What follows belongs to an exercise in optimizing a design on an open flow for small area; a production flow would make more cautious choices. Function was checked by simulation only, so behaviour that the tests miss may differ from the original.

## Processor
module Processor(
    input wire clk,
    input wire rst,
    input wire [15:0] instruction,
    output reg [4:0] pc,
    output wire [31:0] result,
    output wire [31:0] data_1,
    output wire [31:0] data_2
);
==> module Processor, before the edit <==
module Processor(
    input wire clk,
    input wire rst,
    input wire [15:0] instruction,
    output reg [4:0] pc,
    output wire [31:0] result,
    output wire [31:0] data_1,
    output wire [31:0] data_2
);
reg [31:0] registers [15:0];
wire [511:0] q;
genvar r;
generate
    for (r = 0; r < 16; r = r + 1) begin : flat
        assign q[32 * r +: 32] = registers[r];
    end
endgenerate
RegisterFile reg_file_inst(
    .q(q),
    .read_addr1(instruction[11:8]),
    .read_addr2(instruction[7:4]),
    .read_data1(data_1),
    .read_data2(data_2)
);
ComplexALU alu(
    .operand1(data_1),
    .operand2(data_2),
    .opcode(instruction[15:12]),
    .kill(rst),
    .result(result)
);
wire [15:0] wsel = 16'd1 << instruction[3:0];
wire [31:0] wd0 = result | ({32{rst}} & 32'h00010002);
wire [31:0] wd1 = result | ({32{rst}} & 32'h00030004);
integer i;
always @(posedge clk) begin
    if (rst | wsel[0]) registers[0] <= wd0;
    if (rst | wsel[1]) registers[1] <= wd1;
    for (i = 2; i < 16; i = i + 1)
        if (rst | wsel[i]) registers[i] <= result;
end
always @(posedge clk) begin
    if (rst)
        pc <= 5'd0;
    else
        pc <= pc + 1;
end
endmodule
clock: 25.0 ns
lec_check: 0
cap_margin: 20
core_margin: 2
core_utilization: 40
slew_margin: 20
synth_hierarchical: 1
standard.sh (not shown) runs the stock make flow with config.mk's settings and CLKGATE_MAP_FILE= SYNTH_SCRIPT=/design/flow/synth_recipe.tcl, a recipe that flattens the netlist after the stock synthesis.
==> flow/flow/run.sh <==
#!/bin/bash
# The standard layout (standard.sh) with these changes after synthesis:
#  - ports are buffered with buf_1 instead of the default port buffer,
#  - CTS builds its tree from clkbuf_8 with clusters of at most 14 sinks and
#    inserts no dummy loads.
# Synthesis is the standard synthesis, unchanged. Make output goes to
# synth.log and layout.log; ORFS keeps each step's own log under orfs/logs.
set -euo pipefail
bash standard.sh synth > synth.log 2>&1
export BUFFER_PORTS_ARGS="-buffer_cell sky130_fd_sc_hd__buf_1"
export CTS_ARGS="-sink_clustering_enable -repair_clock_nets -dont_use_dummy_load -buf_list sky130_fd_sc_hd__clkbuf_8 -sink_clustering_size 14 -sink_clustering_max_diameter 60"
bash standard.sh > layout.log 2>&1
Next try:
--- a/flow/design.v
+++ b/flow/design.v
@@ -1215,10 +1215,13 @@
     assign y = a & b & c;
 endmodule
 module g_nand4(input a, input b, input c, input d, output y);
     assign y = ~(a & b & c & d);
 endmodule
+module g_o21ai(input a1, input a2, input b1, output y);
+    assign y = ~((a1 | a2) & b1);
+endmodule
 module g_nand2r(input a, input b, output y);
     assign y = ~(a & b);
 endmodule
 module rd_bit(input [15:0] sel, input [15:0] d, output y);
     wire [5:0] n;
@@ -1253,10 +1256,35 @@
                 g_nor2 n(hn[k], ln[j], sel[4 * k + j]);
             end
         end
     endgenerate
 endmodule
+module wr_dec(input [3:0] a, input rst, output [15:0] we);
+    wire [3:0] na, hn, ln;
+    wire nrst;
+    g_inv i0(a[0], na[0]);
+    g_inv i1(a[1], na[1]);
+    g_inv i2(a[2], na[2]);
+    g_inv i3(a[3], na[3]);
+    g_inv ir(rst, nrst);
+    g_nand2 h0(na[3], na[2], hn[0]);
+    g_nand2 h1(na[3], a[2], hn[1]);
+    g_nand2 h2(a[3], na[2], hn[2]);
+    g_nand2 h3(a[3], a[2], hn[3]);
+    g_nand2 l0(na[1], na[0], ln[0]);
+    g_nand2 l1(na[1], a[0], ln[1]);
+    g_nand2 l2(a[1], na[0], ln[2]);
+    g_nand2 l3(a[1], a[0], ln[3]);
+    genvar k, j;
+    generate
+        for (k = 0; k < 4; k = k + 1) begin : hi
+            for (j = 0; j < 4; j = j + 1) begin : lo
+                g_o21ai n(hn[k], ln[j], nrst, we[4 * k + j]);
+            end
+        end
+    endgenerate
+endmodule
 module RegisterFile(
     input wire [511:0] q,
     input wire [3:0] read_addr1,
     input wire [3:0] read_addr2,
     output wire [31:0] read_data1,
@@ -1306,19 +1334,20 @@
     .operand2(data_2),
     .opcode(instruction[15:12]),
     .kill(rst),
     .result(result)
 );
-wire [15:0] wsel = 16'd1 << instruction[3:0];
+wire [15:0] we;
+wr_dec wdec(.a(instruction[3:0]), .rst(rst), .we(we));
 wire [31:0] wd0 = result | ({32{rst}} & 32'h00010002);
 wire [31:0] wd1 = result | ({32{rst}} & 32'h00030004);
 integer i;
 always @(posedge clk) begin
-    if (rst | wsel[0]) registers[0] <= wd0;
-    if (rst | wsel[1]) registers[1] <= wd1;
+    if (we[0]) registers[0] <= wd0;
+    if (we[1]) registers[1] <= wd1;
     for (i = 2; i < 16; i = i + 1)
-        if (rst | wsel[i]) registers[i] <= result;
+        if (we[i]) registers[i] <= result;
 end
 always @(posedge clk) begin
     if (rst)
         pc <= 5'd0;
     else
Sequential share of layout area came out lower by 0.56 points.
Clock skew goes down by 0.019 ns.
Design area rises by 1.3%.
Utilization rises by 0.63 points.
Routed wire length goes down by 1.7%.
Clock-buffer cell count stays the same.
Fmax rose by 0.52%.
Area after synthesis hardly moves.
Non-clock buffer count rises by 26.
Die area is about the same.


Starting RTL as in the previous note.
Settings: LEC_CHECK=0, CAP_MARGIN=20, CORE_MARGIN=2, CORE_UTILIZATION=40, SLEW_MARGIN=20, SYNTH_HIERARCHICAL=1; clock period 25.0 ns.
==> flow/flow/run.sh <==
#!/bin/bash
# The standard layout (standard.sh) with these changes after synthesis:
#  - ports are buffered with buf_1 instead of the default port buffer,
#  - CTS builds its tree from clkbuf_8 with clusters of at most 16 sinks and
#    inserts no dummy loads.
# Synthesis is the standard synthesis, unchanged. Make output goes to
# synth.log and layout.log; ORFS keeps each step's own log under orfs/logs.
set -euo pipefail
bash standard.sh synth > synth.log 2>&1
export BUFFER_PORTS_ARGS="-buffer_cell sky130_fd_sc_hd__buf_1"
export CTS_ARGS="-sink_clustering_enable -repair_clock_nets -dont_use_dummy_load -buf_list sky130_fd_sc_hd__clkbuf_8 -sink_clustering_size 16 -sink_clustering_max_diameter 70"
bash standard.sh > layout.log 2>&1
Edit:
--- a/flow/design.v
+++ b/flow/design.v
@@ -1217,6 +1217,9 @@
 module g_nand4(input a, input b, input c, input d, output y);
     assign y = ~(a & b & c & d);
 endmodule
+module g_o21ai(input a1, input a2, input b1, output y);
+    assign y = ~((a1 | a2) & b1);
+endmodule
 module g_nand2r(input a, input b, output y);
     assign y = ~(a & b);
 endmodule
@@ -1255,6 +1258,31 @@
         end
     endgenerate
 endmodule
+module wr_dec(input [3:0] a, input rst, output [15:0] we);
+    wire [3:0] na, hn, ln;
+    wire nrst;
+    g_inv i0(a[0], na[0]);
+    g_inv i1(a[1], na[1]);
+    g_inv i2(a[2], na[2]);
+    g_inv i3(a[3], na[3]);
+    g_inv ir(rst, nrst);
+    g_nand2 h0(na[3], na[2], hn[0]);
+    g_nand2 h1(na[3], a[2], hn[1]);
+    g_nand2 h2(a[3], na[2], hn[2]);
+    g_nand2 h3(a[3], a[2], hn[3]);
+    g_nand2 l0(na[1], na[0], ln[0]);
+    g_nand2 l1(na[1], a[0], ln[1]);
+    g_nand2 l2(a[1], na[0], ln[2]);
+    g_nand2 l3(a[1], a[0], ln[3]);
+    genvar k, j;
+    generate
+        for (k = 0; k < 4; k = k + 1) begin : hi
+            for (j = 0; j < 4; j = j + 1) begin : lo
+                g_o21ai n(hn[k], ln[j], nrst, we[4 * k + j]);
+            end
+        end
+    endgenerate
+endmodule
 module RegisterFile(
     input wire [511:0] q,
     input wire [3:0] read_addr1,
@@ -1308,15 +1336,16 @@
     .kill(rst),
     .result(result)
 );
-wire [15:0] wsel = 16'd1 << instruction[3:0];
+wire [15:0] we;
+wr_dec wdec(.a(instruction[3:0]), .rst(rst), .we(we));
 wire [31:0] wd0 = result | ({32{rst}} & 32'h00010002);
 wire [31:0] wd1 = result | ({32{rst}} & 32'h00030004);
 integer i;
 always @(posedge clk) begin
-    if (rst | wsel[0]) registers[0] <= wd0;
-    if (rst | wsel[1]) registers[1] <= wd1;
+    if (we[0]) registers[0] <= wd0;
+    if (we[1]) registers[1] <= wd1;
     for (i = 2; i < 16; i = i + 1)
-        if (rst | wsel[i]) registers[i] <= result;
+        if (we[i]) registers[i] <= result;
 end
 always @(posedge clk) begin
     if (rst)
Clock skew grows by 0.015 ns; global-route usage is lower by 0.34 points; hold slack stays flat; final area grows slightly; routed wire length goes down slightly.

-- afterwards: timing with drivers on the ports --
The results above use ideal ports. As a check the final layouts listed here were re-extracted and re-timed, cells and wires unchanged. Step 1 assumes that a clkbuf_16 drives the clock port and a buf_2 every other input. Step 2 times the ports against the registers' clock, not the clock port: input delays grow and output delays shrink by t, the midpoint of the rising clock arrivals with the driver on. Slacks: ideal ports / drivers / drivers and shift; pairs: ideal ports / drivers.
run | t, ns | setup WS [ns] | cell pins on the clock port's net
the first run of note 1 | 0.637 | 1.506 / 1.472 / 1.473 | 1
the second run of note 1 | 0.639 | 1.628 / 1.583 / 1.583 | 1
the first run of note 2 | 0.641 | 1.585 / 1.556 / 1.556 | 1
the second run of note 2 | 0.621 | 1.566 / 1.523 / 1.523 | 1
After both steps every run listed still meets setup and hold. The setup slack of the second run of note 1, which loses most, moves by -0.045 ns with the drivers and by -0.045 ns with both steps.
